Background: an optimization exercise with open tools, aiming at small area, a short achievable clock period and few clock cycles per item. Do not read the settings as production practice. At most, simulation tests tie the RTL to the original design; equivalence was not proved.

job 1304:
## geofence
module geofence (clk, reset, X, Y, valid, is_inside);
input clk;
input reset;
input [9:0] X;
input [9:0] Y;
output valid;
output is_inside;
reg  [3:0] cnt;       
reg  [9:0] px, py;
reg  [9:0] dmx, dmy, rmx, rmy, lmx, lmy;    
reg        dsx, dsy, rsx, rsy, lsx, lsy;    
reg        in_flag;
wire [10:0] ex = {1'b0, X} - {1'b0, px};
wire [10:0] ey = {1'b0, Y} - {1'b0, py};
wire        nx = ex[10], ny = ey[10];
wire [9:0]  ox, oy;
assign ox[0] = 1'b0;
assign oy[0] = 1'b0;
genvar j;
generate
    for (j = 1; j < 10; j = j + 1) begin : g_abs
        assign ox[j] = ox[j-1] | ex[j-1];
        assign oy[j] = oy[j-1] | ey[j-1];
    end
endgenerate
wire        zx = ~(ox[9] | ex[9]), zy = ~(oy[9] | ey[9]);    
always @(posedge clk) begin
    dmx <= ex[9:0] ^ ({10{nx}} & ox);
    dmy <= ey[9:0] ^ ({10{ny}} & oy);
    dsx <= nx | (zx & ny);
    dsy <= ny | (zy & ~nx);
end
wire tie = ~dsy;
wire npa, nql;
wire pa = ~npa, ql = ~nql;
cross_pos u_a (.usx(rsx), .umx(rmx), .usy(rsy), .umy(rmy),
               .wsx(dsx), .wmx(dmx), .wsy(dsy), .wmy(dmy), .tie(tie), .npos(npa));
cross_pos u_b (.usx(lsx), .umx(lmx), .usy(lsy), .umy(lmy),
               .wsx(dsx), .wmx(dmx), .wsy(dsy), .wmy(dmy), .tie(tie), .npos(nql));
wire pb = ~ql;        
  ...
==> module geofence, before the edit <==
module geofence (clk, reset, X, Y, valid, is_inside);
input clk;
input reset;
input [9:0] X;
input [9:0] Y;
output valid;
output is_inside;
reg  [3:0] cnt;       
reg  [9:0] px, py;
reg  [9:0] dmx, dmy, rmx, rmy, lmx, lmy;    
reg        dsx, dsy, rsx, rsy, lsx, lsy;    
reg        in_flag;
wire [10:0] ex = {1'b0, X} - {1'b0, px};
wire [10:0] ey = {1'b0, Y} - {1'b0, py};
wire        nx = ex[10], ny = ey[10];
wire [9:0]  ox, oy;
assign ox[0] = 1'b0;
assign oy[0] = 1'b0;
genvar j;
generate
    for (j = 1; j < 10; j = j + 1) begin : g_abs
        assign ox[j] = ox[j-1] | ex[j-1];
        assign oy[j] = oy[j-1] | ey[j-1];
    end
endgenerate
wire        zx = ~(ox[9] | ex[9]), zy = ~(oy[9] | ey[9]);    
always @(posedge clk) begin
    dmx <= ex[9:0] ^ ({10{nx}} & ox);
    dmy <= ey[9:0] ^ ({10{ny}} & oy);
    dsx <= nx | (zx & ny);
    dsy <= ny | (zy & ~nx);
end
wire tie = ~dsy;
wire npa, nql;
wire pa = ~npa, ql = ~nql;
cross_pos u_a (.usx(rsx), .umx(rmx), .usy(rsy), .umy(rmy),
               .wsx(dsx), .wmx(dmx), .wsy(dsy), .wmy(dmy), .tie(tie), .npos(npa));
cross_pos u_b (.usx(lsx), .umx(lmx), .usy(lsy), .umy(lmy),
               .wsx(dsx), .wmx(dmx), .wsy(dsy), .wmy(dmy), .tie(tie), .npos(nql));
wire pb = ~ql;        
always @(posedge clk or posedge reset) begin
    if (reset)            cnt <= 4'd0;
    else if (cnt[3])      cnt <= 4'd0;
    else                  cnt <= cnt + 4'd1;
end
wire first = (cnt == 4'd2);
wire en_rx, en_ry, en_lx, en_ly;
en_cell u_enrx (.first(first), .a(npa), .b(nql), .y(en_rx));
en_cell u_enry (.first(first), .a(npa), .b(nql), .y(en_ry));
en_n_cell u_enlx (.first(first), .a(npa), .b(nql), .y(en_lx));
en_n_cell u_enly (.first(first), .a(npa), .b(nql), .y(en_ly));
always @(posedge clk) begin
    if (cnt == 4'd0) begin
        px <= X;
        py <= Y;
    end
    if (en_rx) begin rmx <= dmx; rsx <= dsx; end
    if (en_ry) begin rmy <= dmy; rsy <= dsy; end
    if (en_lx) begin lmx <= dmx; lsx <= dsx; end
    if (en_ly) begin lmy <= dmy; lsy <= dsy; end
    if (first)                          in_flag <= 1'b0;
    else if (!pa && !pb)               in_flag <= 1'b1;
end
assign valid = cnt[3];
assign is_inside = in_flag;
endmodule
==> module en_cell, before the edit <==
module en_cell (first, a, b, y);
input first, a, b;
output y;
assign y = first | (a & b);
endmodule
==> module en_n_cell, before the edit <==
module en_n_cell (first, a, b, y);
input first, a, b;
output y;
assign y = first | ~(a | b);
endmodule
Settings: LEC_CHECK=0, ABC_CLOCK_PERIOD_IN_PS=4000, CAP_MARGIN=20, CORE_MARGIN=2, CORE_UTILIZATION=40, SLEW_MARGIN=20, SYNTH_HIERARCHICAL=1; clock period 12.0 ns.
standard.sh (not shown) runs the stock make flow with config.mk's settings and CLKGATE_MAP_FILE= SYNTH_SCRIPT=/design/flow/synth_recipe.tcl, a recipe that flattens the netlist after the stock synthesis.
==> flow/flow/run.sh <==
#!/bin/bash
set -euo pipefail
bash standard.sh SETUP_SLACK_MARGIN=6.25 finish > standard.log 2>&1
Changes in job 2524 relative to job 1304:
--- a/flow/design.v
+++ b/flow/design.v
@@ -13,6 +13,7 @@
 wire [10:0] ex = {1'b0, X} - {1'b0, px};
 wire [10:0] ey = {1'b0, Y} - {1'b0, py};
 wire        nx = ex[10], ny = ey[10];
+wire        zx = (X == px), zy = (Y == py);
 wire [9:0]  ox, oy;
 assign ox[0] = 1'b0;
 assign oy[0] = 1'b0;
@@ -23,7 +24,6 @@
         assign oy[j] = oy[j-1] | ey[j-1];
     end
 endgenerate
-wire        zx = ~(ox[9] | ex[9]), zy = ~(oy[9] | ey[9]);    
 always @(posedge clk) begin
     dmx <= ex[9:0] ^ ({10{nx}} & ox);
     dmy <= ey[9:0] ^ ({10{ny}} & oy);
@@ -44,36 +44,23 @@
     else                  cnt <= cnt + 4'd1;
 end
 wire first = (cnt == 4'd2);
-wire en_rx, en_ry, en_lx, en_ly;
-en_cell u_enrx (.first(first), .a(npa), .b(nql), .y(en_rx));
-en_cell u_enry (.first(first), .a(npa), .b(nql), .y(en_ry));
-en_n_cell u_enlx (.first(first), .a(npa), .b(nql), .y(en_lx));
-en_n_cell u_enly (.first(first), .a(npa), .b(nql), .y(en_ly));
 always @(posedge clk) begin
     if (cnt == 4'd0) begin
         px <= X;
         py <= Y;
     end
-    if (en_rx) begin rmx <= dmx; rsx <= dsx; end
-    if (en_ry) begin rmy <= dmy; rsy <= dsy; end
-    if (en_lx) begin lmx <= dmx; lsx <= dsx; end
-    if (en_ly) begin lmy <= dmy; lsy <= dsy; end
+    if (first || (!pa && pb)) begin
+        rmx <= dmx; rsx <= dsx; rmy <= dmy; rsy <= dsy;
+    end
+    if (first || (pa && !pb)) begin
+        lmx <= dmx; lsx <= dsx; lmy <= dmy; lsy <= dsy;
+    end
     if (first)                          in_flag <= 1'b0;
     else if (!pa && !pb)               in_flag <= 1'b1;
 end
 assign valid = cnt[3];
 assign is_inside = in_flag;
 endmodule
-module en_cell (first, a, b, y);
-input first, a, b;
-output y;
-assign y = first | (a & b);
-endmodule
-module en_n_cell (first, a, b, y);
-input first, a, b;
-output y;
-assign y = first | ~(a | b);
-endmodule
 module cross_pos (usx, umx, usy, umy, wsx, wmx, wsy, wmy, tie, npos);
 input usx, usy, wsx, wsy, tie;
 input [9:0] umx, umy, wmx, wmy;
### Flow results
Job 1304: full flow OK, the timing, DRC and antenna checks passed. Job 2524 completed; timing, DRC and antenna clean. Per the comparison of job 2524 with job 1304, simple logic cell fraction of the synthesized area now sits higher; clock network area share now sits lower; core utilization now sits at about the same level. Taking job 1304 as the reference point, the mean area per synthesized cell of job 2524 falls by about 0.53%. Via count of the first global-routing pass: job 2524 vs job 1304 down 48. ~same global-route wire length before repair in job 2524 and job 1304.
Testbench counts of job 2524, summed over its fixed seeds: cycles 10,800, objects 1,200.
For job 1304, only the layout was checked, not whether the RTL still works.

static timing again, ports no longer ideal:
How much do the figures lean on ideal ports? The routed layouts below were timed once more, with nothing changed but the port constraints. Step 1 sets driving cells, clkbuf_16 on the clock port and buf_2 on the other inputs (assumed; they add their load-dependent delay and slew). Step 2, shift: input delay + t, output delay - t, t = (earliest + latest rising clock arrival at the registers) / 2. This alone moves slack from input paths to output paths. Three values: ideal, step 1, step 2; two values: the first two.
| run | shift t [ns] | setup WS [ns] | worst hold slack (ns) | worst data-port slew with drivers (ns) | pins driven straight from the clock port |
|---|---|---|---|---|---|
| job 1304 | 0.376 | 6.445 / 6.445 / 6.445 | 0.470 / 0.470 / 0.470 | 0.04 | 1 |
| job 2524 | 0.360 | 6.417 / 6.417 / 6.417 | 0.475 / 0.475 / 0.475 | 0.04 | 1 |
After both steps setup and hold are still met in every run listed.
